Source: an optimization exercise on an open RTL-to-GDS flow (aim: small area and a short achievable clock period). Production flows keep margins and buffers that such runs may drop. In this exercise RTL edits were held to simulation tests only and were not proved equivalent to the original. No activity file was given, so power comes from the tool's default toggle rates.

**design/flow/design.v**
```verilog
module alu(input  logic [63:0] a, b, bop,
           input  logic        sub, land, lor,
           output logic [63:0] result);
	logic [64:0] s;
	assign s = {a, 1'b1} + {bop ^ {64{sub}}, sub};
	always_comb
		if (land)     result = a & b;
		else if (lor) result = a | b;
		else          result = s[64:1];
endmodule
module regfile(input  logic        clk, we,
               input  logic [4:0]  wa,
               input  logic [63:0] wd,
               input  logic [4:0]  ra1, ra2,
               output logic [63:0] rd1, rd2);
	logic [30:0][63:0] regs;
	always_ff @(posedge clk)
		for (int r = 0; r < 31; r++)
			if (we && wa == r) regs[r] <= wd;
	always_comb begin
		rd1 = '0;
		rd2 = '0;
		for (int r = 0; r < 31; r++) begin
			rd1 = rd1 | (regs[r] & {64{ra1 == r}});
			rd2 = rd2 | (regs[r] & {64{ra2 == r}});
		end
	end
endmodule
module processor_arm #(parameter N = 64)
							(input logic CLOCK_50, reset,
							output logic [N-1:0] IM_addr,
							input  logic [31:0] IM_readData,
							output logic [N-1:0] DM_writeData, DM_addr,
							output logic DM_writeEnable, DM_readEnable,
							input  logic [N-1:0] DM_readData);
	logic clk;
	assign clk = CLOCK_50;
	logic [63:0] pc;
	logic        pcsrc_M;
	logic [63:0] res_M;
	always_ff @(posedge clk, posedge reset)
		if (reset) pc <= '0;
		else       pc <= pcsrc_M ? res_M : pc + 64'd4;
	assign IM_addr = pc;
	logic [10:0] op_D;       
	logic [20:0] f_D;        
	logic [63:0] pc_D;
	always_ff @(posedge clk, posedge reset)
		if (reset) op_D <= '0;
		else       op_D <= IM_readData[31:21];
	always_ff @(posedge clk) begin
		f_D  <= IM_readData[20:0];
		pc_D <= pc;
	end
	logic isLD, isST, isCBZ, isCBNZ, isADD, isSUB, isAND, isORR, isADDI, isCB;
	assign isLD   = op_D == 11'b11111000010;
	assign isST   = op_D == 11'b11111000000;
	assign isCBZ  = op_D[10:3] == 8'b10110100;
	assign isCBNZ = op_D[10:3] == 8'b10110101;
	assign isADD  = op_D == 11'b10001011000;
	assign isSUB  = op_D == 11'b11001011000;
	assign isAND  = op_D == 11'b10001010000;
	assign isORR  = op_D == 11'b10101010000;
	assign isADDI = op_D[10:1] == 10'b1001000100;
	assign isCB   = isCBZ | isCBNZ;
	logic [4:0]  ra2;
	logic [63:0] rd1, rd2;
	logic        we_M, ld_M, st_M;
	logic [4:0]  rd_M;
	logic [63:0] wd_M;
	assign ra2 = (isST | isCB) ? f_D[4:0] : f_D[20:16];
	regfile registers (.clk(clk), .we(we_M), .wa(rd_M), .wd(wd_M),
	                   .ra1(f_D[9:5]), .ra2(ra2), .rd1(rd1), .rd2(rd2));
	logic [20:0] imm_D;
	logic        imms_D;
	always_comb
		if (isCB) begin
			imm_D  = {op_D[2:0], f_D[20:5], 2'b00};
			imms_D = op_D[2];
		end else if (isADDI) begin
			imm_D  = {{9{op_D[0]}}, op_D[0], f_D[20:10]};
			imms_D = op_D[0];
		end else begin
			imm_D  = {{12{f_D[20]}}, f_D[20:12]};
			imms_D = f_D[20];
		end
	logic [63:0] a_E, b_E;
	logic [20:0] imm_E;
	logic        imms_E, isImm_E, sub_E, and_E, orr_E;
	logic [4:0]  rd_E;
	logic        cbz_E, cbnz_E, we_E, ld_E, st_E;
	always_ff @(posedge clk) begin
		a_E     <= isCB ? pc_D : rd1;
		b_E     <= rd2;
		imm_E   <= imm_D;
		imms_E  <= imms_D;
		isImm_E <= isCB | isADDI | isLD | isST;
		sub_E   <= isSUB;
		and_E   <= isAND;
		orr_E   <= isORR;
		rd_E    <= f_D[4:0];
	end
	always_ff @(posedge clk, posedge reset)
		if (reset) {cbz_E, cbnz_E, we_E, ld_E, st_E} <= '0;
		else       {cbz_E, cbnz_E, we_E, ld_E, st_E} <=
		             {isCBZ, isCBNZ, isLD | isADD | isSUB | isAND | isORR | isADDI, isLD, isST};
	logic [63:0] bop, res_E;
	logic        bz, pcsrc_E;
	assign bop = isImm_E ? {{43{imms_E}}, imm_E} : b_E;
	alu ALU (.a(a_E), .b(b_E), .bop(bop), .sub(sub_E), .land(and_E), .lor(orr_E),
	         .result(res_E));
	assign bz      = b_E == 64'd0;
	assign pcsrc_E = (cbz_E & bz) | (cbnz_E & ~bz);
	logic [63:0] sd_M;
	always_ff @(posedge clk) begin
		res_M <= res_E;
		sd_M  <= b_E;
		rd_M  <= rd_E;
	end
	always_ff @(posedge clk, posedge reset)
		if (reset) {pcsrc_M, we_M, ld_M, st_M} <= '0;
		else       {pcsrc_M, we_M, ld_M, st_M} <= {pcsrc_E, we_E, ld_E, st_E};
	assign DM_addr        = res_M;
	assign DM_writeData   = sd_M;
	assign DM_writeEnable = st_M;
	assign DM_readEnable  = ld_M;
	assign wd_M = ld_M ? DM_readData : res_M;
endmodule
```
**design/flow/run.sh**
```bash
#!/bin/bash
# synth_recipe.tcl (not shown) runs the flow's synth.tcl, then flattens the netlist and writes it again
# the make line also repeats each setting of config.mk as NAME=value (left out here)
make -C /OpenROAD-flow-scripts/flow DESIGN_CONFIG=/design/flow/config.mk WORK_HOME=/design/flow/orfs CLKGATE_MAP_FILE= SYNTH_SCRIPT=/design/flow/synth_recipe.tcl finish
```
**design/flow/config.mk**
```make
export PLATFORM = sky130hd
export DESIGN_NAME = processor_arm
export DESIGN_NICKNAME = processor_arm
export VERILOG_FILES = /design/flow/design.v
export SDC_FILE = /design/flow/constraint.sdc
export NUM_CORES = 4
export LEC_CHECK = 0
export CAP_MARGIN = 20
export CORE_MARGIN = 2
export CORE_UTILIZATION = 40
export SLEW_MARGIN = 20
```
**design/flow/constraint.sdc**
```tcl
create_clock -name core_clock -period 7.5 [get_ports {CLOCK_50}]
set_input_delay 1.5000 -clock core_clock [delete_from_list [all_inputs] [get_ports {CLOCK_50}]]
set_output_delay 1.5000 -clock core_clock [all_outputs]
set_load 0.01 [all_outputs]
```
==> results.txt <==
vias per std cell = 7.90
net switching power = 10.3 mW
synthesized flop and latch total = 2444
Die W = 507 µm
nets = 7597
DRC Markers = 0
post-synth top area share = 58.9%
hold buffer count at CTS = 0
Tcrit/Tclk final = 72.6%
Setup TNS Final = 0 ns
number of buffers created by CTS = 231
row cnt = 184
Combinational Power Share = 14.9%
crit path cell chain = mux2i_1 -> xnor2_1 -> ha_1 -> a21oi_1 -> o221ai_1 -> a211oi_1 -> nand2_1 -> a21oi_1 -> o221ai_1 -> a2111oi_2 -> o21ai_1 -> xnor2_1 -> a21oi_1
cell family with most CP delay = compound AO/OA/AOI/OAI gates
Post-synth ARST share = 3.44%
Post-synth EDFFs = 1984
RSZ-0062 raised after global routing = false
syn_nets = 7349
drt first pass iters = 13
largest net degree at the start of global routing = 89
first-pass GRT wire length = 700000 µm
cell taking the most area after synthesis = edfxtp_1
Worst-Skew Late Latency = 0.92 ns
ys flop type = edfxtp_1
DRT iter0 DRCs = 24100
GRT Util Overall = 40.0%
WL/cell = 48.4 µm
cell repeated most along the worst path = a21oi_1
number of global-route vias before repair = 78800
Critical Path RT = 8.27 ns
total number of vias = 87400
register share of total power = 51.0%
synthesized area = 0.101 mm²
Buffers & Inverters on Critical Path = 0
CP Class = reg -> reg
Slew Limit Headroom = 12.4%
fmax = 184 MHz
# clock sinks = 2444
number of max-cap violations = 0
CP max stage delay = 0.93 ns
top-count cell post-synth = edfxtp_1
warnings from Yosys = 3
area grow syn2layout = 16.1%
clk slew on worst S/H paths = 0.07 ns
PostCTS Resize Cnt = 0
CTS H-tree depth = 4
Die ar. = 0.257 mm²
CTS max path bufs = 3
Commonest cells post-synth = edfxtp_1, a22oi_1, a22o_1
starting density of the core = 40.2%
setup repair bufs after CTS = 0
# setup viols final = 0
max-slew violations = 0
sequential cell area fraction in the yosys report = 68.4%
share of cells above drive strength 1 = 10.4%
Total Wirelength = 535000 µm
placer congestion estimate = 0.990
Core Region = 0.251 mm²
Multi-input gate area = 0.0305 mm²
Hold Vio Cnt, Final = 0
Internal = 25.1 mW
gr ovfl total = 0
initial antenna violation count = 70
worst-path cell with the longest stage delay = a211oi_1
sw frac = 29.1%
Syn Inst Count = 7187
Fin Clk Skew = 0.0356 ns
IO Pins = 292
hpwl dp = 292000 µm
Worst Setup End Kind = flip-flop
CTS tree = done
Synth cell types = 77
Post-Route Utilization = 46.7%
status = timing/DRC/antenna clean
Antenna Nets Post-Route = 0
Die H = 507 µm
input/output buffers = 291
main area contributors after synthesis = edfxtp_1, dfxtp_1, a22oi_1, a22o_1, a221oi_1
leak pwr = 37.5 nW
critical path launch point type = flip-flop
share of total power in the clock network = 34.1%
critical path peak fanout = 17
worst endpoint data arrival time = 6.22 ns
fillcell total = 21800
Power Dens Cells = 301 mW/mm²
register area = 0.0692 mm²
Slew @ Worst Pin = 1.31 ns
Final Critical Period = 5.45 ns
HP Class = reg -> reg
CTS root buf = clkbuf_16
mean post-synth cell area = 14.1 µm²
Max IR drop VDD = 0.213 mV
## worst paths after layout
check	from	endpoint	slack, ns	cells after the start
worst max-delay path	isImm_E	res_M[47]	2.05	13
worst min-delay path	rd_E[2]	rd_M[2]	0.33	0
worst max register to register	isImm_E	res_M[47]	2.05	13
worst min register to register	rd_E[2]	rd_M[2]	0.33	0
max in group asynchronous	reset	pcsrc_M	5.37	3
min in group asynchronous	reset	pc[39]	0.94	2
## power groups by stage
stage | logic [mW] | clock network (mW) | registers [mW]
6_report | 5.27 | 12.1 | 18.0
5_1_grt | 5.39 | 12.4 | 18.0
4_1_cts | 4.95 | 11.9 | 17.9
3_5_place_dp | 4.94 | 0 | 18.2
3_3_place_gp | 4.86 | 0 | 18.2
2_1_floorplan | 2.47 | 0 | 17.5
## cell type report
class,instances,area share (%)
inverter,92,0.296
tap,3348,3.57
multi-input combinational,4130,26.0
antenna,70,0.149
timing repair buffer,536,4.61
clock buffer,337,5.63
clock inverter,101,0.850
sequential,2444,58.9
## worst register-to-register path: stages, from the launching register on
cell and delay (ns):
dfxtp_2 0.72, mux2i_1 0.30, xnor2_1 0.14, ha_1 0.30, a21oi_1 0.25, o221ai_1 0.18
a211oi_1 0.93, nand2_1 0.25, a21oi_1 0.56, o221ai_1 0.49, a2111oi_2 0.72, o21ai_1 0.16
xnor2_1 0.23, a21oi_1 0.10
## cell families after synthesis
logic type | Yosys count | share of synthesized area [%]
buffers and inverters | 613 | 2.40
muxes | 100 | 1.07
AOI/OAI and AO/OA | 2677 | 20.2
adders and majority gates | 64 | 0.792
and+or+nand+nor | 1105 | 5.54
DFF | 2444 | 68.4
xor gates and xnor gates | 184 | 1.59
## sequential cells by signal (all words and copies together) (netlist names), 5 cells and up
signal / cells
pc_D: 64
sd_M: 64
registers.regs: 1984
f_D: 21
pc: 64
imm_E: 21
op_D: 11
b_E: 64
rd_M: 5
a_E: 64
res_M: 64
rd_E: 5
## layer usage
layer,vias to the layer above,share of wire [%],track usage [%]
met5,-,0.16,0.815
met4,74,9.0,27.4
met3,3246,20,22.4
met2,11200,39,53.8
met1,42300,32,48.1
li1,30600,-,-
## through the flow
| stage | hold slack [ns] | area (µm²) | worst slack (ns) | total power [mW] | instances |
|---|---|---|---|---|---|
| finish | 0.328 | 117000 | 2.05 | 35.3 | 11100 |
| global route | 0.336 | 117000 | 1.95 | 35.8 | 11000 |
| detailed placement | 0.319 | 110000 | 1.92 | 23.1 | 10500 |
| global placement | 0.310 | 109000 | 1.75 | 23.0 | 10500 |
| floorplan | 0.310 | 101000 | 3.25 | 20.0 | 7187 |
| CTS | 0.329 | 117000 | 1.88 | 34.8 | 11000 |
## cell usage in the layout (no fill, tap or decap), drive strengths merged, types with 18 or more instances in the layout
cell	netlist	final
inv	90	101
buf	160	245
nand4	255	255
nor2	164	164
clkinv	2	64
o22ai	62	62
o2111ai	18	18
nor4	49	49
a22o	463	463
clkdlybuf4s50	0	291
and3	18	18
a21oi	306	306
o21ai	137	137
xor2	52	52
mux2	69	69
mux2i	31	31
clkbuf	361	337
a21o	39	39
ha	64	64
o31ai	36	36
dfrtp	84	84
edfxtp	1984	1984
a222oi	44	44
diode	0	70
nor3	51	51
nand2	233	233
o21a	24	24
dfxtp	376	376
xnor2	132	132
o32a	64	64
nand3	254	254
a22oi	943	943
a221oi	458	458

## afterwards: timing with drivers on the ports
In the flow no input, the clock included, has a driving cell. The finished layout below was timed again as built, in two steps. Step 1: set_driving_cell puts a clkbuf_16 on CLOCK_50 and a buf_2 on each other input, an assumption about the parent block. Step 2 also shifts input and output timing later by t, the mid clock arrival at the registers, as if the neighbouring blocks saw the same clock. Three values: ideal, step 1, step 2; two values: the first two.
shift t [ns]: 1.002
setup WS [ns]: 2.054 / 2.054 / 2.054
cell pins on the clock port's net: 1
After both steps setup and hold are still met in this run. For this run, drivers alone change the setup slack by 0.000 ns; drivers and shift together by 0.000 ns.
